This is an optimization exercise on Yosys and OpenROAD, whose aim is small area, not a production implementation. Function was checked by simulation only, so behaviour that the tests miss may differ from the original. No activity file was given, so power comes from the tool's default toggle rates.

[design.v]
module clutchcamassy(clk, rst, clch_latch, power, cont_angle, clch_angle, rc1, rc2, rc3, rc4, rc5, rc6, rc7, rc8, rc9, rc12, rl1, rl2, rl3, rl10, sccb);
input wire clk;
input wire rst;
input wire clch_latch;
input wire power;
output wire signed [31:0] cont_angle;
output wire signed [31:0] clch_angle;
output wire rc1, rc2, rc3, rc4, rc5, rc6, rc7, rc8, rc9, rc12;
output wire rl1, rl2, rl3, rl10, sccb;
  wire _0000_;
  wire _0001_;
  wire _0002_;
  wire _0003_;
  wire _0004_;
  wire _0005_;
  wire _0006_;
  wire _0007_;
  wire _0008_;
  wire _0009_;
  wire _0010_;
  wire _0011_;
  wire _0012_;
  wire _0013_;
  wire _0014_;
  wire _0015_;
  wire _0016_;
  wire _0017_;
  wire _0018_;
  wire _0019_;
  wire _0020_;
  wire _0021_;
  wire _0022_;
  wire _0023_;
  wire _0024_;
  wire _0025_;
  wire _0026_;
  wire _0027_;
  wire _0028_;
  wire _0029_;
  wire _0030_;
  wire _0031_;
  wire _0032_;
  wire _0033_;
  wire _0034_;
  wire _0035_;
  wire _0036_;
  wire _0037_;
  wire _0038_;
  wire _0039_;
  wire _0040_;
  wire _0041_;
  wire _0042_;
  wire _0043_;
  wire _0044_;
  wire _0045_;
  wire _0046_;
  wire _0047_;
  wire _0048_;
  wire _0049_;
  wire _0050_;
  wire _0051_;
  wire _0052_;
  wire _0053_;
  wire _0054_;
  wire _0055_;
  wire _0056_;
  wire _0057_;
  wire _0058_;
  wire _0059_;
  wire _0060_;
  wire _0061_;
  wire _0062_;
  wire _0063_;
  wire _0064_;
  wire _0065_;
  wire _0066_;
  wire _0067_;
  wire _0068_;
  wire _0069_;
  wire _0070_;
  wire _0071_;
  wire _0072_;
  wire _0073_;
  wire _0074_;
  wire _0075_;
  wire _0076_;
  wire _0077_;
  wire _0078_;
  wire _0079_;
  wire _0080_;
  wire _0081_;
  wire _0082_;
  wire _0083_;
  wire _0084_;
  wire _0085_;
  wire _0086_;
  wire _0087_;
  wire _0088_;
  wire _0089_;
  wire _0090_;
  wire _0091_;
  wire _0092_;
  wire _0093_;
  wire _0094_;
  wire _0095_;
  wire _0096_;
  wire _0097_;
  wire _0098_;
  wire _0099_;
  wire _0100_;
  wire _0101_;
  wire _0102_;
  wire _0103_;
  wire _0104_;
  wire _0105_;
  wire _0106_;
  wire _0107_;
  wire _0108_;
  wire _0109_;
  wire _0110_;
  wire _0111_;
  wire _0112_;
  wire _0113_;
  wire _0114_;
  wire _0115_;
  wire _0116_;
  wire _0117_;
  wire _0118_;
  wire _0119_;
  wire _0120_;
  wire _0121_;
  wire _0122_;
  wire _0123_;
  wire _0124_;
  wire _0125_;
  wire _0126_;
  wire _0127_;
  wire _0128_;
  wire _0129_;
  wire _0130_;
  wire _0131_;
  wire _0132_;
  wire _0133_;
  wire _0134_;
  wire _0135_;
  wire _0136_;
  wire _0137_;
  wire _0138_;
  wire _0139_;
  wire _0140_;
  wire _0141_;
  wire _0142_;
  wire _0143_;
  wire _0144_;
  wire _0145_;
  wire _0146_;
  wire _0147_;
  wire _0148_;
  wire _0149_;
  wire _0150_;
  wire _0151_;
  wire _0152_;
  wire _0153_;
  wire _0154_;
  wire _0155_;
  wire _0156_;
  wire _0157_;
  wire _0158_;
  wire _0159_;
  wire _0160_;
  wire _0161_;
  wire _0162_;
  wire _0163_;
  wire _0164_;
  wire _0165_;
  wire _0166_;
  wire _0167_;
  wire _0168_;
  wire _0169_;
  wire _0170_;
  wire _0171_;
  wire _0172_;
  wire _0173_;
  wire _0174_;
  wire _0175_;
  wire _0176_;
  wire _0177_;
  wire _0178_;
  wire _0179_;
  wire _0180_;
  wire _0181_;
  wire _0182_;
  wire _0183_;
  wire _0184_;
  wire _0185_;
  wire _0186_;
  wire _0187_;
  wire _0188_;
  wire _0189_;
  wire _0190_;
  wire _0191_;
  wire _0192_;
  wire _0193_;
  wire _0194_;
  wire _0195_;
  wire _0196_;
  wire _0197_;
  wire _0198_;
  wire _0199_;
  wire _0200_;
  wire _0201_;
  wire _0202_;
  wire _0203_;
  wire _0204_;
  wire _0205_;
  wire _0206_;
  wire _0207_;
  wire _0208_;
  wire _0209_;
  wire _0210_;
  wire _0211_;
  wire _0212_;
  wire _0213_;
  wire _0214_;
  wire _0215_;
  wire _0216_;
  wire _0217_;
  wire _0218_;
  wire _0219_;
  wire _0220_;
  wire _0221_;
  wire _0222_;
  wire _0223_;
  wire _0224_;
  wire _0225_;
  wire _0226_;
  wire _0227_;
  wire _0228_;
  wire _0229_;
  wire _0230_;
  wire _0231_;
  wire _0232_;
  wire _0233_;
  wire _0234_;
  wire _0235_;
  wire _0236_;
  wire _0237_;
  wire _0238_;
  wire _0239_;
  wire _0240_;
  wire _0241_;
  wire _0242_;
  wire _0243_;
  wire _0244_;
  wire _0245_;
  wire _0246_;
  wire _0247_;
  wire _0248_;
  wire _0249_;
  wire _0250_;
  wire _0251_;
  wire _0252_;
  wire _0253_;
  wire _0254_;
  wire _0255_;
  wire _0256_;
  wire _0257_;
  wire _0258_;
  wire _0259_;
  wire _0260_;
  wire _0261_;
  wire _0262_;
  wire _0263_;
  wire _0264_;
  wire _0265_;
  wire _0266_;
  wire _0267_;
  wire _0268_;
  wire _0269_;
  wire _0270_;
  wire _0271_;
  wire _0272_;
  wire _0273_;
  wire _0274_;
  wire _0275_;
  wire _0276_;
  wire _0277_;
  wire _0278_;
  wire _0279_;
  wire _0280_;
  wire _0281_;
  wire _0282_;
  wire _0283_;
  wire _0284_;
  wire _0285_;
  wire _0286_;
  wire _0287_;
  wire _0288_;
  wire _0289_;
  wire _0290_;
  wire _0291_;
  wire _0292_;
  wire _0293_;
  wire _0294_;
  wire _0295_;
  wire _0296_;
  wire _0297_;
  wire _0298_;
  wire _0299_;
  wire _0300_;
  wire _0301_;
  wire _0302_;
  wire _0303_;
  wire _0304_;
  wire _0305_;
  wire _0306_;
  wire _0307_;
  wire _0308_;
  wire _0309_;
  wire _0310_;
  wire _0311_;
  wire _0312_;
  wire _0313_;
  wire _0314_;
  wire _0315_;
  wire _0316_;
  wire _0317_;
  wire _0318_;
  wire _0319_;
  wire _0320_;
  wire _0321_;
  wire _0322_;
  wire _0323_;
  wire _0324_;
  wire _0325_;
  wire _0326_;
  wire _0327_;
  wire _0328_;
  wire _0329_;
  wire _0330_;
  wire _0331_;
  wire _0332_;
  wire _0333_;
  wire _0334_;
  wire _0335_;
  wire _0336_;
  wire _0337_;
  wire _0338_;
  wire _0339_;
  wire _0340_;
  wire _0341_;
  wire _0342_;
  wire _0343_;
  wire _0344_;
  wire _0345_;
  wire _0346_;
  wire _0347_;
  wire _0348_;
  wire _0349_;
  wire _0350_;
  wire _0351_;
  wire _0352_;
  wire _0353_;
  wire _0354_;
  wire _0355_;
  wire _0356_;
  wire _0357_;
  wire _0358_;
  wire _0359_;
  wire _0360_;
  wire _0361_;
  wire _0362_;
  wire _0363_;
  wire _0364_;
  wire _0365_;
  wire _0366_;
  wire _0367_;
  wire _0368_;
  wire _0369_;
  wire _0370_;
  wire _0371_;
  wire _0372_;
  wire _0373_;
  wire _0374_;
  wire _0375_;
  wire _0376_;
  wire _0377_;
  wire _0378_;
  wire _0379_;
  wire _0380_;
  wire _0381_;
  wire _0382_;
  wire _0383_;
  wire _0384_;
  wire _0385_;
  wire _0386_;
  wire _0387_;
  wire _0388_;
  wire _0389_;
  wire _0390_;
  wire _0391_;
  wire _0392_;
  wire _0393_;
  wire _0394_;
  wire _0395_;
  wire _0396_;
  wire _0397_;
  wire _0398_;
  wire _0399_;
  wire _0400_;
  wire _0401_;
  wire _0402_;
  wire _0403_;
  wire _0404_;
  wire _0405_;
  wire _0406_;
  wire _0407_;
  wire _0408_;
  wire _0409_;
  wire _0410_;
  wire _0411_;
  wire _0412_;
  wire _0413_;
  wire _0414_;
  wire _0415_;
  wire _0416_;
  wire _0417_;
  wire _0418_;
  wire _0419_;
  wire _0420_;
  wire _0421_;
  wire _0422_;
  wire _0423_;
  wire _0424_;
  wire _0425_;
  wire _0426_;
  wire _0427_;
  wire _0428_;
  wire _0429_;
  wire _0430_;
  wire _0431_;
  wire _0432_;
  wire _0433_;
  wire _0434_;
  wire _0435_;
  wire _0436_;
  wire _0437_;
  wire _0438_;
  wire _0439_;
  wire _0440_;
  wire _0441_;
  wire _0442_;
  wire _0443_;
  wire _0444_;
  wire _0445_;
  wire _0446_;
  wire _0447_;
  wire _0448_;
  wire _0449_;
  wire _0450_;
  wire _0451_;
  wire _0452_;
  wire _0453_;
  wire _0454_;
  wire _0455_;
  wire _0456_;
  wire _0457_;
  wire _0458_;
  wire _0459_;
  wire _0460_;
  wire _0461_;
  wire _0462_;
  wire _0463_;
  wire _0464_;
  wire _0465_;
  wire _0466_;
  wire _0467_;
  wire _0468_;
  wire _0469_;
  wire _0470_;
  wire _0471_;
  wire _0472_;
  wire _0473_;
  wire _0474_;
  wire _0475_;
  wire _0476_;
  wire _0477_;
  wire _0478_;
  wire _0479_;
  wire _0480_;
  wire _0481_;
  wire _0482_;
  wire _0483_;
  wire _0484_;
  wire _0485_;
  wire _0486_;
  wire _0487_;
  wire _0488_;
  wire _0489_;
  wire _0490_;
  wire _0491_;
  wire _0492_;
  wire _0493_;
  wire _0494_;
  wire _0495_;
  wire _0496_;
  wire _0497_;
  wire _0498_;
  wire _0499_;
  wire _0500_;
  wire _0501_;
  wire _0502_;
  wire _0503_;
  wire _0504_;
  wire _0505_;
  wire _0506_;
  wire _0507_;
  wire _0508_;
  wire _0509_;
  wire _0510_;
  wire _0511_;
  wire _0512_;
  wire _0513_;
  wire _0514_;
  wire _0515_;
  wire _0516_;
  wire _0517_;
  wire _0518_;
  wire _0519_;
  wire _0520_;
  wire _0521_;
  wire _0522_;
  wire _0523_;
  wire _0524_;
  wire _0525_;
  wire _0526_;
  wire _0527_;
  wire _0528_;
  wire _0529_;
  wire _0530_;
  wire _0531_;
  wire _0532_;
  wire _0533_;
  wire _0534_;
  wire _0535_;
  wire _0536_;
  wire _0537_;
  wire _0538_;
  wire _0539_;
  wire _0540_;
  wire _0541_;
  wire _0542_;
  wire _0543_;
  wire _0544_;
  wire _0545_;
  wire _0546_;
  wire _0547_;
  wire _0548_;
  wire _0549_;
  wire _0550_;
  wire _0551_;
  wire _0552_;
  wire _0553_;
  wire _0554_;
  wire _0555_;
  wire _0556_;
  wire _0557_;
  wire _0558_;
  wire _0559_;
  wire _0560_;
  wire _0561_;
  wire _0562_;
  wire _0563_;
  wire _0564_;
  wire _0565_;
  wire _0566_;
  wire _0567_;
  wire _0568_;
  wire _0569_;
  wire _0570_;
  wire _0571_;
  wire _0572_;
  wire _0573_;
  wire _0574_;
  wire _0575_;
  wire _0576_;
  wire _0577_;
  wire _0578_;
  wire _0579_;
  wire _0580_;
  wire _0581_;
  wire _0582_;
  wire _0583_;
  wire _0584_;
  wire _0585_;
  wire _0586_;
  wire _0587_;
  wire _0588_;
  wire _0589_;
  wire _0590_;
  wire _0591_;
  wire _0592_;
  wire _0593_;
  wire _0594_;
  wire _0595_;
  wire _0596_;
  wire _0597_;
  wire _0598_;
  wire _0599_;
  wire _0600_;
  wire _0601_;
  wire _0602_;
  wire _0603_;
  wire _0604_;
  wire _0605_;
  wire _0606_;
  wire _0607_;
  wire _0608_;
  wire _0609_;
  wire _0610_;
  wire _0611_;
  wire _0612_;
  wire _0613_;
  wire _0614_;
  wire _0615_;
  wire _0616_;
  wire _0617_;
  wire _0618_;
  wire _0619_;
  wire _0620_;
  wire _0621_;
  wire _0622_;
  wire _0623_;
  wire _0624_;
  wire _0625_;
  wire _0626_;
  wire _0627_;
  wire _0628_;
  wire _0629_;
  wire _0630_;
  wire _0631_;
  wire _0632_;
  wire _0633_;
  wire _0634_;
  wire _0635_;
  wire _0636_;
  wire _0637_;
  wire _0638_;
  wire _0639_;
  wire _0640_;
  wire _0641_;
  wire _0642_;
  wire _0643_;
  wire _0644_;
  wire _0645_;
  wire _0646_;
  wire _0647_;
  wire _0648_;
  wire _0649_;
  wire _0650_;
  wire _0651_;
  wire _0652_;
  wire _0653_;
  wire _0654_;
  wire _0655_;
  wire _0656_;
  wire _0657_;
  wire _0658_;
  wire _0659_;
  wire _0660_;
  wire _0661_;
  wire _0662_;
  wire _0663_;
  wire _0664_;
  wire _0665_;
  wire _0666_;
  wire _0667_;
  wire _0668_;
  wire _0669_;
  wire _0670_;
  wire _0671_;
  wire _0672_;
  wire _0673_;
  wire _0674_;
  wire _0675_;
  wire _0676_;
  wire _0677_;
  wire _0678_;
  wire _0679_;
  wire _0680_;
  wire _0681_;
  wire _0682_;
  wire _0683_;
  wire _0684_;
  wire _0685_;
  wire _0686_;
  wire _0687_;
  wire _0688_;
  wire _0689_;
  wire _0690_;
  wire _0691_;
  wire _0692_;
  wire _0693_;
  wire [8:0] cx;
  reg [1:0] mode;
  reg \cx_reg[7] ;
  always @(posedge clk)
    \cx_reg[7]  <= _0108_;
  assign cx[7] = \cx_reg[7] ;
  reg \cx_reg[8] ;
  always @(posedge clk)
    \cx_reg[8]  <= _0120_;
  assign cx[8] = \cx_reg[8] ;
  reg \cx_reg[3] ;
  always @(posedge clk)
    \cx_reg[3]  <= _0105_;
  assign cx[3] = \cx_reg[3] ;
  reg \cx_reg[4] ;
  always @(posedge clk)
    \cx_reg[4]  <= _0103_;
  assign cx[4] = \cx_reg[4] ;
  reg \cx_reg[5] ;
  always @(posedge clk)
    \cx_reg[5]  <= _0101_;
  assign cx[5] = \cx_reg[5] ;
  reg \cx_reg[6] ;
  always @(posedge clk)
    \cx_reg[6]  <= _0122_;
  assign cx[6] = \cx_reg[6] ;
  reg \cont_angle_reg[0] ;
  always @(posedge clk)
    \cont_angle_reg[0]  <= _0118_;
  assign cont_angle[0] = \cont_angle_reg[0] ;
  reg \cont_angle_reg[1] ;
  always @(posedge clk)
    \cont_angle_reg[1]  <= _0116_;
  assign cont_angle[1] = \cont_angle_reg[1] ;
  reg \cont_angle_reg[2] ;
  always @(posedge clk)
    \cont_angle_reg[2]  <= _0094_;
  assign cont_angle[2] = \cont_angle_reg[2] ;
  always @(posedge clk)
    mode[0] <= _0113_;
  always @(posedge clk)
    mode[1] <= _0115_;
  assign _0001_ = ~cont_angle[1];
  assign _0000_ = _0123_ & _0124_;
  assign _0123_ = ~mode[1];
  assign _0124_ = ~mode[0];
  assign _0002_ = ~_0000_;
  assign clch_angle[1] = _0125_ | _0126_;
  assign _0125_ = ~_0001_;
  assign _0126_ = ~_0002_;
  assign _0003_ = ~cont_angle[0];
  assign clch_angle[0] = _0127_ | _0128_;
  assign _0127_ = ~_0003_;
  assign _0128_ = ~_0002_;
  assign _0004_ = ~cx[3];
  assign _0133_ = _0129_ & _0130_;
  assign _0134_ = _0131_ & _0132_;
  assign _0005_ = _0133_ | _0134_;
  assign _0129_ = ~cont_angle[0];
  assign _0130_ = ~cont_angle[2];
  assign _0131_ = ~cont_angle[1];
  assign _0132_ = ~cont_angle[2];
  assign _0006_ = _0135_ & _0136_;
  assign _0135_ = ~_0004_;
  assign _0136_ = ~_0005_;
  assign _0015_ = _0137_ & _0138_;
  assign _0137_ = ~cx[4];
  assign _0138_ = ~_0006_;
  assign _0007_ = ~cx[6];
  assign _0008_ = ~cx[5];
  assign _0009_ = _0139_ & _0140_;
  assign _0139_ = ~_0007_;
  assign _0140_ = ~_0008_;
  assign _0016_ = ~_0009_;
  assign _0010_ = _0141_ & _0142_;
  assign _0141_ = ~cx[6];
  assign _0142_ = ~cx[5];
  assign _0017_ = ~_0010_;
  assign _0013_ = ~cx[4];
  assign _0011_ = ~cont_angle[2];
  assign _0012_ = _0143_ & _0144_;
  assign _0143_ = ~_0001_;
  assign _0144_ = ~_0011_;
  assign _0014_ = _0145_ & _0146_;
  assign _0145_ = ~cx[3];
  assign _0146_ = ~_0012_;
  assign _0018_ = _0147_ & _0148_;
  assign _0147_ = ~_0013_;
  assign _0148_ = ~_0014_;
  assign _0153_ = _0149_ & _0150_;
  assign _0154_ = _0151_ & _0152_;
  assign rc7 = _0153_ | _0154_;
  assign _0149_ = ~_0017_;
  assign _0150_ = ~_0018_;
  assign _0151_ = ~_0015_;
  assign _0152_ = ~_0016_;
  assign clch_angle[2] = _0155_ & _0156_;
  assign _0155_ = ~_0011_;
  assign _0156_ = ~_0000_;
  assign _0160_ = _0157_ | _0158_;
  assign _0020_ = _0160_ | _0159_;
  assign _0157_ = ~_0004_;
  assign _0158_ = ~_0013_;
  assign _0159_ = ~cx[6];
  assign _0019_ = _0161_ & _0162_;
  assign _0161_ = ~_0009_;
  assign _0162_ = ~_0010_;
  assign _0021_ = ~_0019_;
  assign _0166_ = _0163_ & _0164_;
  assign rc6 = _0166_ | _0165_;
  assign _0163_ = ~_0012_;
  assign _0164_ = ~_0020_;
  assign _0165_ = ~_0021_;
  assign _0028_ = ~rc6;
  assign _0022_ = ~mode[0];
  assign _0025_ = ~cx[7];
  assign _0023_ = ~mode[1];
  assign _0170_ = _0167_ & _0168_;
  assign _0026_ = _0170_ & _0169_;
  assign _0167_ = ~cx[8];
  assign _0168_ = ~_0022_;
  assign _0169_ = ~_0023_;
  assign _0024_ = ~cx[8];
  assign _0175_ = _0171_ & _0172_;
  assign _0176_ = _0173_ & _0174_;
  assign _0027_ = _0175_ | _0176_;
  assign _0171_ = ~_0024_;
  assign _0172_ = ~mode[1];
  assign _0173_ = ~mode[0];
  assign _0174_ = ~mode[1];
  assign _0189_ = _0177_ & _0178_;
  assign _0190_ = _0189_ & _0179_;
  assign _0191_ = _0180_ & _0181_;
  assign _0192_ = _0191_ & _0182_;
  assign _0193_ = _0183_ & _0184_;
  assign _0194_ = _0193_ & _0185_;
  assign _0195_ = _0186_ & _0187_;
  assign _0196_ = _0195_ & _0188_;
  assign _0197_ = _0190_ | _0192_;
  assign _0198_ = _0197_ | _0194_;
  assign _0029_ = _0198_ | _0196_;
  assign _0177_ = ~_0022_;
  assign _0178_ = ~_0025_;
  assign _0179_ = ~_0027_;
  assign _0180_ = ~_0022_;
  assign _0181_ = ~_0026_;
  assign _0182_ = ~_0027_;
  assign _0183_ = ~cx[7];
  assign _0184_ = ~_0025_;
  assign _0185_ = ~_0027_;
  assign _0186_ = ~cx[7];
  assign _0187_ = ~_0026_;
  assign _0188_ = ~_0027_;
  assign _0203_ = _0199_ & _0200_;
  assign _0204_ = _0201_ & _0202_;
  assign rl10 = _0203_ | _0204_;
  assign _0199_ = ~_0002_;
  assign _0200_ = ~_0029_;
  assign _0201_ = ~_0028_;
  assign _0202_ = ~_0029_;
  assign rc5 = _0205_ & _0206_;
  assign _0205_ = ~_0024_;
  assign _0206_ = ~_0028_;
  assign _0030_ = ~_0029_;
  assign _0037_ = _0207_ | _0208_;
  assign _0207_ = ~_0002_;
  assign _0208_ = ~_0030_;
  assign _0031_ = _0209_ & _0210_;
  assign _0209_ = ~cont_angle[0];
  assign _0210_ = ~cont_angle[1];
  assign _0032_ = _0211_ & _0212_;
  assign _0211_ = ~_0011_;
  assign _0212_ = ~_0031_;
  assign _0216_ = _0213_ & _0214_;
  assign _0033_ = _0216_ & _0215_;
  assign _0213_ = ~cx[3];
  assign _0214_ = ~cx[4];
  assign _0215_ = ~_0032_;
  assign _0220_ = _0217_ & _0218_;
  assign _0038_ = _0220_ | _0219_;
  assign _0217_ = ~_0008_;
  assign _0218_ = ~_0033_;
  assign _0219_ = ~_0007_;
  assign _0224_ = _0221_ | _0222_;
  assign _0035_ = _0224_ | _0223_;
  assign _0221_ = ~_0004_;
  assign _0222_ = ~_0013_;
  assign _0223_ = ~_0005_;
  assign _0034_ = _0225_ | _0226_;
  assign _0225_ = ~_0024_;
  assign _0226_ = ~_0025_;
  assign _0239_ = _0227_ & _0228_;
  assign _0240_ = _0239_ & _0229_;
  assign _0241_ = _0230_ & _0231_;
  assign _0242_ = _0241_ & _0232_;
  assign _0243_ = _0233_ & _0234_;
  assign _0244_ = _0243_ & _0235_;
  assign _0245_ = _0236_ & _0237_;
  assign _0246_ = _0245_ & _0238_;
  assign _0247_ = _0240_ | _0242_;
  assign _0248_ = _0247_ | _0244_;
  assign _0036_ = _0248_ | _0246_;
  assign _0227_ = ~_0022_;
  assign _0228_ = ~_0023_;
  assign _0229_ = ~_0026_;
  assign _0230_ = ~_0022_;
  assign _0231_ = ~_0025_;
  assign _0232_ = ~_0026_;
  assign _0233_ = ~_0034_;
  assign _0234_ = ~_0023_;
  assign _0235_ = ~_0026_;
  assign _0236_ = ~_0034_;
  assign _0237_ = ~_0025_;
  assign _0238_ = ~_0026_;
  assign _0253_ = _0249_ & _0250_;
  assign _0254_ = _0253_ | _0251_;
  assign _0039_ = _0254_ | _0252_;
  assign _0249_ = ~cx[6];
  assign _0250_ = ~_0035_;
  assign _0251_ = ~_0036_;
  assign _0252_ = ~_0017_;
  assign _0258_ = _0255_ & _0256_;
  assign rl3 = _0258_ | _0257_;
  assign _0255_ = ~_0037_;
  assign _0256_ = ~_0038_;
  assign _0257_ = ~_0039_;
  assign _0040_ = _0259_ | _0260_;
  assign _0259_ = ~cx[3];
  assign _0260_ = ~cx[4];
  assign rc4 = _0261_ | _0262_;
  assign _0261_ = ~_0040_;
  assign _0262_ = ~rc7;
  assign _0042_ = _0263_ | _0264_;
  assign _0263_ = ~cx[4];
  assign _0264_ = ~_0006_;
  assign _0041_ = _0265_ & _0266_;
  assign _0265_ = ~cx[4];
  assign _0266_ = ~_0017_;
  assign _0043_ = _0267_ | _0268_;
  assign _0267_ = ~_0014_;
  assign _0268_ = ~_0041_;
  assign _0273_ = _0269_ & _0270_;
  assign _0274_ = _0273_ | _0271_;
  assign rc12 = _0274_ | _0272_;
  assign _0269_ = ~_0007_;
  assign _0270_ = ~_0042_;
  assign _0271_ = ~_0016_;
  assign _0272_ = ~_0043_;
  assign _0278_ = _0275_ & _0276_;
  assign _0044_ = _0278_ | _0277_;
  assign _0275_ = ~cx[5];
  assign _0276_ = ~_0042_;
  assign _0277_ = ~_0028_;
  assign rc3 = ~_0044_;
  assign _0283_ = _0279_ | _0280_;
  assign _0284_ = _0283_ | _0281_;
  assign _0045_ = _0284_ | _0282_;
  assign _0279_ = ~_0001_;
  assign _0280_ = ~_0013_;
  assign _0281_ = ~_0004_;
  assign _0282_ = ~_0011_;
  assign _0289_ = _0285_ & _0286_;
  assign _0290_ = _0287_ & _0288_;
  assign _0046_ = _0289_ | _0290_;
  assign _0285_ = ~_0024_;
  assign _0286_ = ~_0045_;
  assign _0287_ = ~cont_angle[0];
  assign _0288_ = ~_0045_;
  assign _0047_ = _0291_ | _0292_;
  assign _0291_ = ~cx[6];
  assign _0292_ = ~_0008_;
  assign _0296_ = _0293_ & _0294_;
  assign _0048_ = _0296_ & _0295_;
  assign _0293_ = ~cx[4];
  assign _0294_ = ~_0006_;
  assign _0295_ = ~_0025_;
  assign _0049_ = _0297_ | _0298_;
  assign _0297_ = ~cx[5];
  assign _0298_ = ~_0011_;
  assign _0299_ = _0046_ & _0020_;
  assign _0300_ = _0046_ & _0049_;
  assign _0301_ = _0047_ & _0020_;
  assign _0302_ = _0048_ & _0020_;
  assign _0303_ = _0047_ & _0049_;
  assign _0304_ = _0048_ & _0049_;
  assign _0305_ = _0299_ | _0300_;
  assign _0306_ = _0305_ | _0301_;
  assign _0307_ = _0306_ | _0302_;
  assign _0308_ = _0307_ | _0303_;
  assign rc2 = _0308_ | _0304_;
  assign _0050_ = ~_0036_;
  assign _0051_ = _0309_ & _0310_;
  assign _0309_ = ~_0004_;
  assign _0310_ = ~_0050_;
  assign _0315_ = _0311_ & _0312_;
  assign _0316_ = _0313_ & _0314_;
  assign _0052_ = _0315_ | _0316_;
  assign _0311_ = ~_0050_;
  assign _0312_ = ~_0051_;
  assign _0313_ = ~_0037_;
  assign _0314_ = ~_0051_;
  assign _0320_ = _0317_ & _0318_;
  assign _0053_ = _0320_ | _0319_;
  assign _0317_ = ~_0027_;
  assign _0318_ = ~_0052_;
  assign _0319_ = ~_0013_;
  assign _0055_ = _0321_ & _0322_;
  assign _0321_ = ~cx[5];
  assign _0322_ = ~_0053_;
  assign _0054_ = _0323_ & _0324_;
  assign _0323_ = ~_0051_;
  assign _0324_ = ~_0053_;
  assign _0328_ = _0325_ | _0326_;
  assign _0056_ = _0328_ | _0327_;
  assign _0325_ = ~cx[6];
  assign _0326_ = ~_0008_;
  assign _0327_ = ~_0054_;
  assign _0333_ = _0329_ & _0330_;
  assign _0334_ = _0333_ | _0331_;
  assign _0059_ = _0334_ | _0332_;
  assign _0329_ = ~cx[6];
  assign _0330_ = ~_0055_;
  assign _0331_ = ~_0002_;
  assign _0332_ = ~_0056_;
  assign _0338_ = _0335_ & _0336_;
  assign _0057_ = _0338_ | _0337_;
  assign _0335_ = ~cx[5];
  assign _0336_ = ~_0018_;
  assign _0337_ = ~_0050_;
  assign _0339_ = _0003_ & _0057_;
  assign _0340_ = _0013_ & _0057_;
  assign _0341_ = _0011_ & _0057_;
  assign _0342_ = _0029_ & _0057_;
  assign _0343_ = _0339_ | _0340_;
  assign _0344_ = _0343_ | _0341_;
  assign _0060_ = _0344_ | _0342_;
  assign _0349_ = _0345_ & _0346_;
  assign _0350_ = _0347_ & _0348_;
  assign _0058_ = _0349_ | _0350_;
  assign _0345_ = ~cont_angle[0];
  assign _0346_ = ~_0050_;
  assign _0347_ = ~cx[5];
  assign _0348_ = ~_0050_;
  assign _0354_ = _0351_ & _0352_;
  assign _0061_ = _0354_ | _0353_;
  assign _0351_ = ~_0029_;
  assign _0352_ = ~_0058_;
  assign _0353_ = ~_0039_;
  assign _0358_ = _0355_ & _0356_;
  assign rl2 = _0358_ | _0357_;
  assign _0355_ = ~_0059_;
  assign _0356_ = ~_0060_;
  assign _0357_ = ~_0061_;
  assign _0062_ = ~_0041_;
  assign _0064_ = _0359_ & _0360_;
  assign _0359_ = ~cx[3];
  assign _0360_ = ~_0062_;
  assign _0365_ = _0361_ & _0362_;
  assign _0366_ = _0363_ & _0364_;
  assign _0063_ = _0365_ | _0366_;
  assign _0361_ = ~_0017_;
  assign _0362_ = ~cont_angle[2];
  assign _0363_ = ~_0040_;
  assign _0364_ = ~cont_angle[2];
  assign _0065_ = _0367_ & _0368_;
  assign _0367_ = ~_0016_;
  assign _0368_ = ~_0063_;
  assign _0375_ = _0369_ & _0370_;
  assign _0376_ = _0375_ & _0371_;
  assign _0377_ = _0372_ & _0373_;
  assign _0378_ = _0377_ & _0374_;
  assign rc1 = _0376_ | _0378_;
  assign _0369_ = ~_0032_;
  assign _0370_ = ~_0064_;
  assign _0371_ = ~_0065_;
  assign _0372_ = ~rc12;
  assign _0373_ = ~_0064_;
  assign _0374_ = ~_0065_;
  assign _0385_ = _0379_ & _0380_;
  assign _0386_ = _0381_ & _0382_;
  assign _0387_ = _0383_ & _0384_;
  assign _0388_ = _0385_ | _0386_;
  assign clch_angle[8] = _0388_ | _0387_;
  assign _0379_ = ~_0002_;
  assign _0380_ = ~_0029_;
  assign _0381_ = ~_0030_;
  assign _0382_ = ~_0029_;
  assign _0383_ = ~_0041_;
  assign _0384_ = ~_0029_;
  assign _0393_ = _0389_ & _0390_;
  assign _0394_ = _0391_ & _0392_;
  assign clch_angle[7] = _0393_ | _0394_;
  assign _0389_ = ~_0050_;
  assign _0390_ = ~_0064_;
  assign _0391_ = ~_0037_;
  assign _0392_ = ~_0062_;
  assign clch_angle[6] = ~_0059_;
  assign _0401_ = _0395_ & _0396_;
  assign _0402_ = _0397_ & _0398_;
  assign _0403_ = _0399_ & _0400_;
  assign _0404_ = _0401_ | _0402_;
  assign rc8 = _0404_ | _0403_;
  assign _0395_ = ~cx[4];
  assign _0396_ = ~_0010_;
  assign _0397_ = ~_0009_;
  assign _0398_ = ~_0010_;
  assign _0399_ = ~_0032_;
  assign _0400_ = ~_0010_;
  assign _0066_ = _0405_ & _0406_;
  assign _0405_ = ~_0000_;
  assign _0406_ = ~_0055_;
  assign _0410_ = _0407_ & _0408_;
  assign clch_angle[5] = _0410_ | _0409_;
  assign _0407_ = ~_0008_;
  assign _0408_ = ~_0054_;
  assign _0409_ = ~_0066_;
  assign _0415_ = _0411_ & _0412_;
  assign _0416_ = _0413_ & _0414_;
  assign _0069_ = _0415_ | _0416_;
  assign _0411_ = ~cont_angle[1];
  assign _0412_ = ~cx[4];
  assign _0413_ = ~_0001_;
  assign _0414_ = ~_0013_;
  assign _0420_ = _0417_ & _0418_;
  assign _0067_ = _0420_ | _0419_;
  assign _0417_ = ~cx[5];
  assign _0418_ = ~_0011_;
  assign _0419_ = ~_0049_;
  assign _0068_ = ~_0067_;
  assign _0425_ = _0421_ & _0422_;
  assign _0426_ = _0425_ & _0423_;
  assign _0070_ = _0426_ & _0424_;
  assign _0421_ = ~cx[3];
  assign _0422_ = ~_0013_;
  assign _0423_ = ~_0021_;
  assign _0424_ = ~_0068_;
  assign _0071_ = _0427_ & _0428_;
  assign _0427_ = ~_0020_;
  assign _0428_ = ~_0067_;
  assign _0432_ = _0429_ & _0430_;
  assign _0077_ = _0432_ & _0431_;
  assign _0429_ = ~_0069_;
  assign _0430_ = ~_0070_;
  assign _0431_ = ~_0071_;
  assign _0072_ = _0433_ | _0434_;
  assign _0433_ = ~_0004_;
  assign _0434_ = ~_0011_;
  assign _0435_ = _0016_ & _0072_;
  assign _0436_ = _0435_ & _0068_;
  assign _0075_ = _0436_ | _0063_;
  assign _0073_ = _0437_ | _0438_;
  assign _0437_ = ~cx[3];
  assign _0438_ = ~cont_angle[2];
  assign _0439_ = _0017_ & _0069_;
  assign _0440_ = _0073_ & _0069_;
  assign _0074_ = _0439_ | _0440_;
  assign _0444_ = _0441_ & _0442_;
  assign _0076_ = _0444_ & _0443_;
  assign _0441_ = ~_0030_;
  assign _0442_ = ~_0074_;
  assign _0443_ = ~_0036_;
  assign _0449_ = _0445_ & _0446_;
  assign _0450_ = _0447_ & _0448_;
  assign _0078_ = _0449_ | _0450_;
  assign _0445_ = ~_0036_;
  assign _0446_ = ~_0076_;
  assign _0447_ = ~_0075_;
  assign _0448_ = ~_0076_;
  assign _0457_ = _0451_ & _0452_;
  assign _0458_ = _0457_ & _0453_;
  assign _0459_ = _0454_ & _0455_;
  assign _0460_ = _0459_ & _0456_;
  assign sccb = _0458_ | _0460_;
  assign _0451_ = ~_0007_;
  assign _0452_ = ~_0077_;
  assign _0453_ = ~_0078_;
  assign _0454_ = ~_0051_;
  assign _0455_ = ~_0077_;
  assign _0456_ = ~_0078_;
  assign _0464_ = _0461_ & _0462_;
  assign clch_angle[4] = _0464_ | _0463_;
  assign _0461_ = ~_0013_;
  assign _0462_ = ~_0052_;
  assign _0463_ = ~_0053_;
  assign _0468_ = _0465_ & _0466_;
  assign _0079_ = _0468_ | _0467_;
  assign _0465_ = ~cx[5];
  assign _0466_ = ~_0035_;
  assign _0467_ = ~cx[6];
  assign _0472_ = _0469_ & _0470_;
  assign _0080_ = _0472_ | _0471_;
  assign _0469_ = ~_0017_;
  assign _0470_ = ~_0045_;
  assign _0471_ = ~_0079_;
  assign _0081_ = _0473_ & _0474_;
  assign _0473_ = ~_0007_;
  assign _0474_ = ~_0031_;
  assign _0480_ = _0475_ & _0476_;
  assign _0481_ = _0480_ & _0477_;
  assign _0482_ = _0478_ & _0479_;
  assign rl1 = _0481_ | _0482_;
  assign _0475_ = ~_0080_;
  assign _0476_ = ~_0081_;
  assign _0477_ = ~_0039_;
  assign _0478_ = ~_0037_;
  assign _0479_ = ~_0080_;
  assign _0486_ = _0483_ & _0484_;
  assign _0082_ = _0486_ & _0485_;
  assign _0483_ = ~_0003_;
  assign _0484_ = ~_0001_;
  assign _0485_ = ~_0073_;
  assign _0490_ = _0487_ & _0488_;
  assign _0083_ = _0490_ | _0489_;
  assign _0487_ = ~cx[4];
  assign _0488_ = ~_0082_;
  assign _0489_ = ~_0024_;
  assign _0494_ = _0491_ & _0492_;
  assign _0084_ = _0494_ | _0493_;
  assign _0491_ = ~_0040_;
  assign _0492_ = ~_0031_;
  assign _0493_ = ~_0083_;
  assign _0085_ = _0495_ & _0496_;
  assign _0495_ = ~_0080_;
  assign _0496_ = ~_0081_;
  assign _0500_ = _0497_ & _0498_;
  assign rc9 = _0500_ | _0499_;
  assign _0497_ = ~_0044_;
  assign _0498_ = ~_0084_;
  assign _0499_ = ~_0085_;
  assign _0507_ = _0501_ & _0502_;
  assign _0508_ = _0503_ & _0504_;
  assign _0509_ = _0505_ & _0506_;
  assign _0510_ = _0507_ | _0508_;
  assign clch_angle[3] = _0510_ | _0509_;
  assign _0501_ = ~_0004_;
  assign _0502_ = ~_0051_;
  assign _0503_ = ~_0002_;
  assign _0504_ = ~_0051_;
  assign _0505_ = ~_0050_;
  assign _0506_ = ~_0051_;
  assign cont_angle[8] = _0511_ & _0512_;
  assign _0511_ = ~_0024_;
  assign _0512_ = ~_0041_;
  assign _0517_ = _0513_ & _0514_;
  assign _0518_ = _0515_ & _0516_;
  assign cont_angle[7] = _0517_ | _0518_;
  assign _0513_ = ~_0024_;
  assign _0514_ = ~_0062_;
  assign _0515_ = ~_0025_;
  assign _0516_ = ~_0064_;
  assign _0522_ = _0519_ & _0520_;
  assign _0086_ = _0522_ | _0521_;
  assign _0519_ = ~_0025_;
  assign _0520_ = ~_0004_;
  assign _0521_ = ~_0034_;
  assign _0087_ = ~_0086_;
  assign _0526_ = _0523_ & _0524_;
  assign _0088_ = _0526_ | _0525_;
  assign _0523_ = ~cx[8];
  assign _0524_ = ~_0087_;
  assign _0525_ = ~_0013_;
  assign _0089_ = _0527_ & _0528_;
  assign _0527_ = ~cx[4];
  assign _0528_ = ~_0086_;
  assign _0533_ = _0529_ & _0530_;
  assign _0534_ = _0531_ & _0532_;
  assign cont_angle[6] = _0533_ | _0534_;
  assign _0529_ = ~_0007_;
  assign _0530_ = ~_0089_;
  assign _0531_ = ~_0019_;
  assign _0532_ = ~_0088_;
  assign _0539_ = _0535_ & _0536_;
  assign _0540_ = _0537_ & _0538_;
  assign cont_angle[5] = _0539_ | _0540_;
  assign _0535_ = ~cx[5];
  assign _0536_ = ~_0088_;
  assign _0537_ = ~_0008_;
  assign _0538_ = ~_0089_;
  assign _0544_ = _0541_ & _0542_;
  assign cont_angle[4] = _0544_ | _0543_;
  assign _0541_ = ~_0013_;
  assign _0542_ = ~_0087_;
  assign _0543_ = ~_0088_;
  assign _0553_ = _0545_ & _0546_;
  assign _0554_ = _0547_ & _0548_;
  assign _0555_ = _0549_ & _0550_;
  assign _0556_ = _0551_ & _0552_;
  assign _0557_ = _0553_ | _0554_;
  assign _0558_ = _0557_ | _0555_;
  assign cont_angle[3] = _0558_ | _0556_;
  assign _0545_ = ~cx[7];
  assign _0546_ = ~_0025_;
  assign _0547_ = ~cx[7];
  assign _0548_ = ~_0004_;
  assign _0549_ = ~cx[3];
  assign _0550_ = ~_0025_;
  assign _0551_ = ~cx[3];
  assign _0552_ = ~_0004_;
  assign _0090_ = _0559_ | _0560_;
  assign _0559_ = ~cont_angle[0];
  assign _0560_ = ~power;
  assign _0091_ = _0561_ & _0562_;
  assign _0561_ = ~_0001_;
  assign _0562_ = ~_0090_;
  assign _0092_ = ~_0091_;
  assign _0093_ = _0563_ & _0564_;
  assign _0563_ = ~_0011_;
  assign _0564_ = ~_0092_;
  assign _0571_ = _0565_ & _0566_;
  assign _0572_ = _0571_ & _0567_;
  assign _0573_ = _0568_ & _0569_;
  assign _0574_ = _0573_ & _0570_;
  assign _0094_ = _0572_ | _0574_;
  assign _0565_ = ~_0011_;
  assign _0566_ = ~rst;
  assign _0567_ = ~_0093_;
  assign _0568_ = ~_0092_;
  assign _0569_ = ~rst;
  assign _0570_ = ~_0093_;
  assign _0095_ = _0575_ & _0576_;
  assign _0575_ = ~_0073_;
  assign _0576_ = ~_0092_;
  assign _0096_ = _0577_ | _0578_;
  assign _0577_ = ~cx[4];
  assign _0578_ = ~_0095_;
  assign _0099_ = _0579_ & _0580_;
  assign _0579_ = ~_0008_;
  assign _0580_ = ~_0096_;
  assign _0097_ = ~rst;
  assign _0584_ = _0581_ | _0582_;
  assign _0098_ = _0584_ | _0583_;
  assign _0581_ = ~cx[4];
  assign _0582_ = ~_0009_;
  assign _0583_ = ~_0093_;
  assign _0100_ = _0585_ | _0586_;
  assign _0585_ = ~_0097_;
  assign _0586_ = ~_0098_;
  assign _0593_ = _0587_ & _0588_;
  assign _0594_ = _0593_ & _0589_;
  assign _0595_ = _0590_ & _0591_;
  assign _0596_ = _0595_ & _0592_;
  assign _0101_ = _0594_ | _0596_;
  assign _0587_ = ~_0008_;
  assign _0588_ = ~_0099_;
  assign _0589_ = ~_0100_;
  assign _0590_ = ~_0096_;
  assign _0591_ = ~_0099_;
  assign _0592_ = ~_0100_;
  assign _0600_ = _0597_ & _0598_;
  assign _0102_ = _0600_ | _0599_;
  assign _0597_ = ~cx[4];
  assign _0598_ = ~_0095_;
  assign _0599_ = ~_0096_;
  assign _0103_ = _0601_ & _0602_;
  assign _0601_ = ~_0100_;
  assign _0602_ = ~_0102_;
  assign _0104_ = _0603_ & _0604_;
  assign _0603_ = ~cx[3];
  assign _0604_ = ~_0093_;
  assign _0608_ = _0605_ & _0606_;
  assign _0105_ = _0608_ & _0607_;
  assign _0605_ = ~_0100_;
  assign _0606_ = ~_0104_;
  assign _0607_ = ~_0095_;
  assign _0106_ = _0609_ & _0610_;
  assign _0609_ = ~cx[3];
  assign _0610_ = ~_0098_;
  assign _0107_ = ~_0106_;
  assign _0623_ = _0611_ & _0612_;
  assign _0624_ = _0623_ & _0613_;
  assign _0625_ = _0614_ & _0615_;
  assign _0626_ = _0625_ & _0616_;
  assign _0627_ = _0617_ & _0618_;
  assign _0628_ = _0627_ & _0619_;
  assign _0629_ = _0620_ & _0621_;
  assign _0630_ = _0629_ & _0622_;
  assign _0631_ = _0624_ | _0626_;
  assign _0632_ = _0631_ | _0628_;
  assign _0108_ = _0632_ | _0630_;
  assign _0611_ = ~_0025_;
  assign _0612_ = ~_0034_;
  assign _0613_ = ~rst;
  assign _0614_ = ~_0025_;
  assign _0615_ = ~_0106_;
  assign _0616_ = ~rst;
  assign _0617_ = ~_0107_;
  assign _0618_ = ~_0034_;
  assign _0619_ = ~rst;
  assign _0620_ = ~_0107_;
  assign _0621_ = ~_0106_;
  assign _0622_ = ~rst;
  assign _0110_ = _0633_ & _0634_;
  assign _0633_ = ~cx[8];
  assign _0634_ = ~_0025_;
  assign _0639_ = _0635_ & _0636_;
  assign _0640_ = _0639_ & _0637_;
  assign _0109_ = _0640_ & _0638_;
  assign _0635_ = ~_0004_;
  assign _0636_ = ~_0005_;
  assign _0637_ = ~cont_angle[2];
  assign _0638_ = ~_0056_;
  assign _0644_ = _0641_ | _0642_;
  assign _0111_ = _0644_ | _0643_;
  assign _0641_ = ~clch_latch;
  assign _0642_ = ~_0097_;
  assign _0643_ = ~_0109_;
  assign _0112_ = _0109_ | _0645_;
  assign _0645_ = ~_0097_;
  assign _0650_ = _0646_ & _0647_;
  assign _0651_ = _0648_ & _0649_;
  assign _0113_ = _0650_ | _0651_;
  assign _0646_ = ~_0022_;
  assign _0647_ = ~_0112_;
  assign _0648_ = ~_0110_;
  assign _0649_ = ~_0111_;
  assign _0114_ = ~cont_angle[6];
  assign _0656_ = _0652_ & _0653_;
  assign _0657_ = _0654_ & _0655_;
  assign _0115_ = _0656_ | _0657_;
  assign _0652_ = ~_0023_;
  assign _0653_ = ~_0112_;
  assign _0654_ = ~_0114_;
  assign _0655_ = ~_0111_;
  assign _0664_ = _0658_ & _0659_;
  assign _0665_ = _0664_ & _0660_;
  assign _0666_ = _0661_ & _0662_;
  assign _0667_ = _0666_ & _0663_;
  assign _0116_ = _0665_ | _0667_;
  assign _0658_ = ~_0001_;
  assign _0659_ = ~rst;
  assign _0660_ = ~_0091_;
  assign _0661_ = ~_0090_;
  assign _0662_ = ~rst;
  assign _0663_ = ~_0091_;
  assign _0671_ = _0668_ & _0669_;
  assign _0117_ = _0671_ | _0670_;
  assign _0668_ = ~cont_angle[0];
  assign _0669_ = ~power;
  assign _0670_ = ~_0097_;
  assign _0676_ = _0672_ & _0673_;
  assign _0677_ = _0674_ & _0675_;
  assign _0118_ = _0676_ | _0677_;
  assign _0672_ = ~cont_angle[0];
  assign _0673_ = ~_0117_;
  assign _0674_ = ~power;
  assign _0675_ = ~_0117_;
  assign _0119_ = _0678_ & _0679_;
  assign _0678_ = ~_0107_;
  assign _0679_ = ~_0110_;
  assign _0686_ = _0680_ & _0681_;
  assign _0687_ = _0686_ & _0682_;
  assign _0688_ = _0683_ & _0684_;
  assign _0689_ = _0688_ & _0685_;
  assign _0120_ = _0687_ | _0689_;
  assign _0680_ = ~_0024_;
  assign _0681_ = ~rst;
  assign _0682_ = ~_0119_;
  assign _0683_ = ~_0107_;
  assign _0684_ = ~rst;
  assign _0685_ = ~_0119_;
  assign _0121_ = _0690_ & _0691_;
  assign _0690_ = ~cx[6];
  assign _0691_ = ~_0099_;
  assign _0122_ = _0692_ & _0693_;
  assign _0692_ = ~_0100_;
  assign _0693_ = ~_0121_;
  assign cx[2:0] = cont_angle[2:0];
  assign clch_angle[31:9] = 23'h000000;
  assign cont_angle[31:9] = 23'h000000;
endmodule
[flow/run.sh]
#!/bin/bash
# Own layout flow: the standard flow, with three changes that cut cell area.
#  1. After the standard synthesis, the combinational cells between the flip-flops are re-mapped
#     by Yosys/ABC for area (flow/reopt.tcl with flow/remap.abc). Every flip-flop keeps its cell
#     and its name.
#  2. Port buffers are buf_1 (BUFFER_PORTS_ARGS), not the larger cell buffer_ports picks itself.
#  3. The constant-0 outputs share one tie cell (SKIP_REPAIR_TIE_FANOUT) instead of one each.
# Each tool's full output goes to a log file in this folder.
set -euo pipefail
here=$(pwd)
res=$here/orfs/results/$FLOW_PLATFORM/clutchcamassy/base
YOSYS=${YOSYS_EXE:-$FLOW_HOME/../tools/install/yosys/bin/yosys}
[[ -x $YOSYS ]] || YOSYS=yosys

bash standard.sh synth > log_1_synth.txt 2>&1

cp $res/1_2_yosys.v $here/standard_synth.v
REOPT_IN=$here/standard_synth.v REOPT_OUT=$here/reopt.v REOPT_SCRIPT=$here/flow/remap.abc \
  $YOSYS -c $here/flow/reopt.tcl > log_2_reopt.txt 2>&1
cp $here/reopt.v $res/1_2_yosys.v
touch $res/1_2_yosys.v
rm -f $res/1_synth.odb $res/1_synth.sdc

export SKIP_REPAIR_TIE_FANOUT=1
export BUFFER_PORTS_ARGS="-buffer_cell sky130_fd_sc_hd__buf_1"
export CTS_ARGS="-sink_clustering_enable -sink_clustering_size 12 -sink_clustering_max_diameter 500 -sink_buffer_max_cap_derate 1.0 -repair_clock_nets -buf_list sky130_fd_sc_hd__clkbuf_2 -dont_use_dummy_load"
bash standard.sh > log_3_layout.txt 2>&1
[flow/remap.abc]
strash
dch -f
amap
topo
[flow/reopt.tcl]
# Re-map the combinational cells of the standard synthesis netlist for area. Every flip-flop
# instance is kept as it is (same cell, same name); only the logic between them is re-mapped.
yosys -import
set lib $::env(FLOW_HOME)/platforms/sky130hd/lib/sky130_fd_sc_hd__tt_025C_1v80.lib
set in $::env(REOPT_IN)
set out $::env(REOPT_OUT)
set script $::env(REOPT_SCRIPT)
read_liberty -ignore_miss_func $lib
read_verilog $in
hierarchy -top $::env(FLOW_TOP)
setattr -mod -set keep_hierarchy 1 sky130_fd_sc_hd__df* sky130_fd_sc_hd__edf* sky130_fd_sc_hd__sdf*
flatten
opt_clean -purge
# keep the nets into the flip-flops' pins, so ABC treats them as outputs of the logic
yosys cd $::env(FLOW_TOP)
setattr -set keep 1 t:sky130_fd_sc_hd__df* %x:+\[D\] t:sky130_fd_sc_hd__df* %d
yosys cd
tee -o reopt_pre_stat.txt stat -liberty $lib
abc -liberty $lib -script $script $::env(FLOW_TOP)
opt_clean -purge
hilomap -singleton -hicell sky130_fd_sc_hd__conb_1 HI -locell sky130_fd_sc_hd__conb_1 LO
splitnets
opt_clean -purge
insbuf -buf sky130_fd_sc_hd__buf_4 A X
yosys rename -hide w:*.*
opt_clean -purge
tee -o reopt_stat.txt stat -liberty $lib
read_liberty -lib -overwrite $lib
check -assert
select $::env(FLOW_TOP)
write_verilog -noattr -nohex -nodec -selected $out
[standard.sh]
#!/bin/bash
# synth_recipe.tcl (not shown) runs the flow's synth.tcl, then flattens the netlist and writes it again
# the make line also repeats each setting of config.mk as NAME=value (left out here)
make -C /OpenROAD-flow-scripts/flow DESIGN_CONFIG=/design/flow/config.mk WORK_HOME=/design/flow/orfs CLKGATE_MAP_FILE= SYNTH_SCRIPT=/design/flow/synth_recipe.tcl "${@:-finish}"
[config.mk]
export PLATFORM = sky130hd
export DESIGN_NAME = clutchcamassy
export DESIGN_NICKNAME = clutchcamassy
export VERILOG_FILES = /design/flow/design.v
export SDC_FILE = /design/flow/constraint.sdc
export NUM_CORES = 4
export LEC_CHECK = 0
export ABC_AREA = 1
export CAP_MARGIN = 20
export CORE_MARGIN = 2
export CORE_UTILIZATION = 40
export CTS_BUF_LIST = sky130_fd_sc_hd__clkbuf_2 sky130_fd_sc_hd__clkbuf_4
export SLEW_MARGIN = 20
[constraint.sdc]
create_clock -name core_clock -period 35.0 [get_ports {clk}]
set_input_delay 7.0000 -clock core_clock [delete_from_list [all_inputs] [get_ports {clk}]]
set_output_delay 7.0000 -clock core_clock [all_outputs]
set_load 0.01 [all_outputs]
==> impl_metrics.json, run 1 <==
{
  "cts_resized": 0,
  "io_buffers": 36,
  "cpPeakStageDelay_ps": 640,
  "cp_slowest_cell": "a221oi_1",
  "drtAntennaViolNets": 0,
  "ir_drop_uv": 12.3,
  "diodes": 0,
  "hold_viol_final": 0,
  "yosys_warnings": 1,
  "hpwlAfterDp_um": 2710,
  "min_to": "mode[0]",
  "rr_worst_depth": 10,
  "drt-initial-drc-count": 114,
  "drive_gt1_frac": 0.0146,
  "viasPerCell": 5.56,
  "track_usage": 0.187,
  "root_buffer": "clkbuf_2",
  "min_path_cells": 2,
  "syn-cell-area_um2": 1340,
  "timing.hold.ws_ps": 535,
  "largest_register_ffs": 6,
  "grt_pass1_wl_um": 5350,
  "post_cts.repair.setup_buffers": 0,
  "multiInputGateArea_um2": 663,
  "fin_tns_setup_ps": 0,
  "tritoncts": "built",
  "place_congestion": 0.921,
  "h-tree-depth": 1,
  "synth_cells": 214,
  "cts_buffer_depth": 2,
  "cts.sink_count": 11,
  "critPathArrivalTime_ps": 2890,
  "syn_area_per_cell_um2": 6.27,
  "die_area_um2": 3830,
  "drc": 0,
  "maxSlewHeadroom": 0.576,
  "numCtsBuffers": 3,
  "hold_path_class": "reg2reg",
  "fill_cells": 380,
  "syn_to_final_growth_pct": -11.4,
  "wirelength_um": 3420,
  "max_freq_mhz": 101,
  "grt.overflow.total": 0,
  "min_from": "mode[0]",
  "path_clk_slew_ps": 90,
  "rsz0062_at_grt": "no",
  "core-area_um2": 3280,
  "skew_ps": 12.6,
  "antenna_found_initial": 0,
  "status": "complete, no violations",
  "r2r_setup_slack_ps": 32210,
  "die_w_um": 61.9,
  "grt_pass1_vias": 1210,
  "reg2reg_from": "cx_reg[7]",
  "wl_per_cell_um": 13.6,
  "setup_violations": 0,
  "die_y_um": 61.9,
  "period_minus_slack_ps": 9890,
  "postCtsHoldBufs": 0,
  "maxCapViolCount": 0,
  "drv_slew": 0,
  "regArea_um2": 220,
  "dr_total_vias": 1395,
  "grt_start_max_net_pins": 47,
  "nets": 211,
  "finalCritPeriodShare": 0.283,
  "start_util": 0.408,
  "path_class": "reg2out",
  "worstMarginPinSlew_ps": 637,
  "synth_nets": 218,
  "first_pass_iters": 4,
  "row_count": 21,
  "path_cells": "clkinv_1 > a221oi_1 > clkinv_1 > nor2_1 > o21ai_0 > nor2_1 > nand3_1 > o211ai_1 > o21ai_0 > buf_1",
  "r2r-end": "mode[0]",
  "cellLeakagePower_nw": 0.367,
  "cp-end-kind": "output pin",
  "worst_ep_required_time_ps": 28000,
  "cp_max_fo": 9,
  "critPathLaunchType": "register",
  "ios": 83,
  "cpLargestDelayFamily": "compound AO/OA/AOI/OAI gates",
  "path_buf_inv": 3,
  "powerDensity_nw_per_um2": 20.0,
  "clk_latency_ps": 270
}
per-layer routing:
metal  GRT usage  part of all wire  wire length (um)
met4      0.0942             0.012                42
met5           0                 0                 0
met2       0.286              0.45              1530
met3      0.0352              0.11               373
met1       0.252              0.43              1480
tightest hold or removal path: stages, from the launching register on:
cell and delay (ps):
dfxtp_1 320, clkinv_1 80, o32ai_1 90
cell usage in the layout, fill, tap and decap left out, drive strengths merged, types with 4 or more instances in the layout:
master	n
a21oi	6
nand3	6
o21ai	23
dfxtp	11
o22ai	7
nand2	13
buf	36
nor3	5
nor2	42
a211oi	4
clkinv	26
stage by stage:
stage                     instances  cell area, um^2   power, W  setup WS (ps)   util
final                           251             1190  0.0000238          25110  0.362
after floorplan                 214             1340  0.0000208          25920      -
after CTS                       251             1190  0.0000238          25140  0.362
after global routing            251             1190  0.0000255          24820  0.362
after detailed placement        248             1170  0.0000175          25450  0.357
after global placement          248             1170  0.0000176          25440  0.357
how the worst max path moves through the flow:
stage                   start  end  cells past startpoint
global route        cx_reg[7]  rl2                     10
finish              cx_reg[7]  rl2                     10
detailed placement  cx_reg[7]  rl2                     10
global placement    cx_reg[8]  rl2                     10
floorplan           cx_reg[7]  rl2                      8
CTS                 cx_reg[7]  rl2                     10
layout make-up:
| type | instances | share of cell area |
|---|---|---|
| tap | 46 | 0.0484 |
| inverter | 26 | 0.0821 |
| timing repair buffer | 36 | 0.114 |
| sequential | 11 | 0.185 |
| clock buffer | 3 | 0.0126 |
| multi-input combinational | 129 | 0.558 |
report_power, final:
part / switching (W) / internal, W
clock network: 0.00000417 / 0.00000234
logic: 0.00000356 / 0.000000696
registers: 0.000000351 / 0.0000127
==> inputs of run 2 (changes only) <==
--- a/flow/run.sh
+++ b/flow/run.sh
@@ -25,3 +25,3 @@
 export BUFFER_PORTS_ARGS="-buffer_cell sky130_fd_sc_hd__buf_1"
-export CTS_ARGS="-sink_clustering_enable -sink_clustering_size 12 -sink_clustering_max_diameter 500 -sink_buffer_max_cap_derate 1.0 -repair_clock_nets -buf_list sky130_fd_sc_hd__clkbuf_2 -dont_use_dummy_load"
+export CTS_ARGS="-sink_clustering_enable -sink_clustering_size 12 -sink_clustering_max_diameter 500 -sink_buffer_max_cap_derate 1.0 -repair_clock_nets -buf_list sky130_fd_sc_hd__clkbuf_4 -dont_use_dummy_load"
 bash standard.sh > log_3_layout.txt 2>&1
==> impl_metrics.json, run 2 <==
{
  "powerDensity_nw_per_um2": 21.2,
  "viasPerCell": 5.54,
  "drv_slew": 0,
  "grt_start_max_net_pins": 47,
  "status": "complete, no violations",
  "synth_cells": 214,
  "first_pass_iters": 4,
  "skew_ps": 11.6,
  "setup_violations": 0,
  "rsz0062_at_grt": "no",
  "ir_drop_uv": 12.4,
  "period_minus_slack_ps": 9850,
  "wirelength_um": 3380,
  "cp_max_fo": 9,
  "die_area_um2": 3830,
  "cellLeakagePower_nw": 0.368,
  "antenna_found_initial": 0,
  "nets": 211,
  "max_freq_mhz": 102,
  "syn-cell-area_um2": 1340,
  "use_met1": 0.253,
  "place_congestion": 0.921,
  "die_y_um": 61.9,
  "core-area_um2": 3280,
  "final_cell_mix": "42 x nor2_1, 36 x buf_1, 26 x clkinv_1",
  "timing.hold.ws_ps": 529,
  "critPathArrivalTime_ps": 2850,
  "drc": 0,
  "tritoncts": "built",
  "root_buffer": "clkbuf_4",
  "diodes": 0,
  "yosys_warnings": 1,
  "drt-initial-drc-count": 85,
  "syn_to_final_growth_pct": -10.8,
  "start_util": 0.408,
  "dr_total_vias": 1390,
  "maxCapViolCount": 0,
  "layout_commonest_cell": "nor2_1",
  "busiest_layer": "met2",
  "cts.sink_count": 11,
  "numCtsBuffers": 3,
  "io_buffers": 36,
  "hold_path_class": "reg2reg",
  "synth_nets": 218,
  "postCtsHoldBufs": 0,
  "worstMarginPinSlew_ps": 614,
  "wl_per_cell_um": 13.5,
  "drive_gt1_frac": 0.0146,
  "worst_ep_required_time_ps": 28000,
  "track_usage": 0.189,
  "drtAntennaViolNets": 0,
  "largest_register_ffs": 6,
  "path_class": "reg2out",
  "fin_tns_setup_ps": 0,
  "maxSlewHeadroom": 0.586,
  "h-tree-depth": 1,
  "critPathLaunchType": "register",
  "grt.overflow.total": 0,
  "post_cts.repair.setup_buffers": 0,
  "cts_resized": 0,
  "fill_cells": 379,
  "grt_pass1_wl_um": 5370,
  "cts_buffer_depth": 2,
  "cp-end-kind": "output pin",
  "die_w_um": 61.9,
  "clk_latency_ps": 270,
  "finalCritPeriodShare": 0.281,
  "ios": 83,
  "hold_viol_final": 0,
  "path_clk_slew_ps": 60,
  "grtUsageMet3": 0.0352,
  "grtUsageMet2": 0.287,
  "syn_area_per_cell_um2": 6.27,
  "hpwlAfterDp_um": 2710,
  "grt_pass1_vias": 1216,
  "row_count": 21
}
==> run 2: worst paths after layout <==
kind / from / end / slack, ps / depth (start not counted)
setup / recovery: cx_reg[7] / rl2 / 25150 / 10
hold / removal: mode[1] / mode[1] / 530 / 2
setup reg to reg: cx_reg[7] / mode[0] / 32250 / 10
hold reg to reg: mode[1] / mode[1] / 530 / 2
==> run 2: worst max-delay path, cell delays in order (launching register included) <==
cell and delay [ps]:
dfxtp_1 390, clkinv_1 230, a221oi_1 620, clkinv_1 330, nor2_1 180, o21ai_0 140, nor2_1 160, nand3_1 110
o211ai_1 150, o21ai_0 120, buf_1 140
==> run 2: power by group <==
part / switching, W / internal, W / leakage [nW]
Sequential: 0.000000343 / 0.0000127 / 0.0890
Combinational: 0.00000356 / 0.000000696 / 0.265
Clock: 0.00000411 / 0.00000398 / 0.0138
==> run 2: layer usage <==
metal,wire [um],share of wire
met1,1550,0.46
met2,1490,0.44
met3,258,0.076
met4,71,0.021
met5,0,0
==> run 2: metrics by stage <==
stage	area [um^2]	worst slack, ps	utilization	cells	total power, W
2_1_floorplan	1340	25920	-	214	0.0000208
3_5_place_dp	1170	25450	0.357	248	0.0000175
3_3_place_gp	1170	25440	0.357	248	0.0000176
6_report	1200	25150	0.364	251	0.0000254
5_1_grt	1200	24830	0.364	251	0.0000273
4_1_cts	1200	25150	0.364	251	0.0000256
==> run 2: layout make-up <==
type / instances / area (um^2) / share of cell area
timing repair buffer: 36 / 135 / 0.113
multi-input combinational: 129 / 663 / 0.554
clock buffer: 3 / 22.5 / 0.0188
sequential: 11 / 220 / 0.184
inverter: 26 / 97.6 / 0.0816
tap: 46 / 57.6 / 0.0481

[separate check: timing with driven ports]
The results above use ideal ports. As a check the final layouts listed here were re-extracted and re-timed, cells and wires unchanged. Step 1 sets driving cells, clkbuf_16 on the clock port and buf_2 on the other inputs (assumed; they add their load-dependent delay and slew). Step 2 moves the port delays by t, midway between the first and last clock arrival at a register: inputs arrive t later, outputs are due t later. That takes back most of the time a late clock gives input paths. Three values: ideal ports, drivers, drivers and shift; two values: the first two.
run	shift t [ns]	slack for setup (ns)	slew at the worst register clock pin (ns)	worst data-port slew with drivers (ns)	cell pins on the clock port's net
run 1	0.279	25.111 / 25.092 / 25.371	0.11 / 0.11	0.04	1
run 2	0.288	25.151 / 25.131 / 25.419	0.07 / 0.07	0.03	1
After both steps every run listed still meets setup and hold.
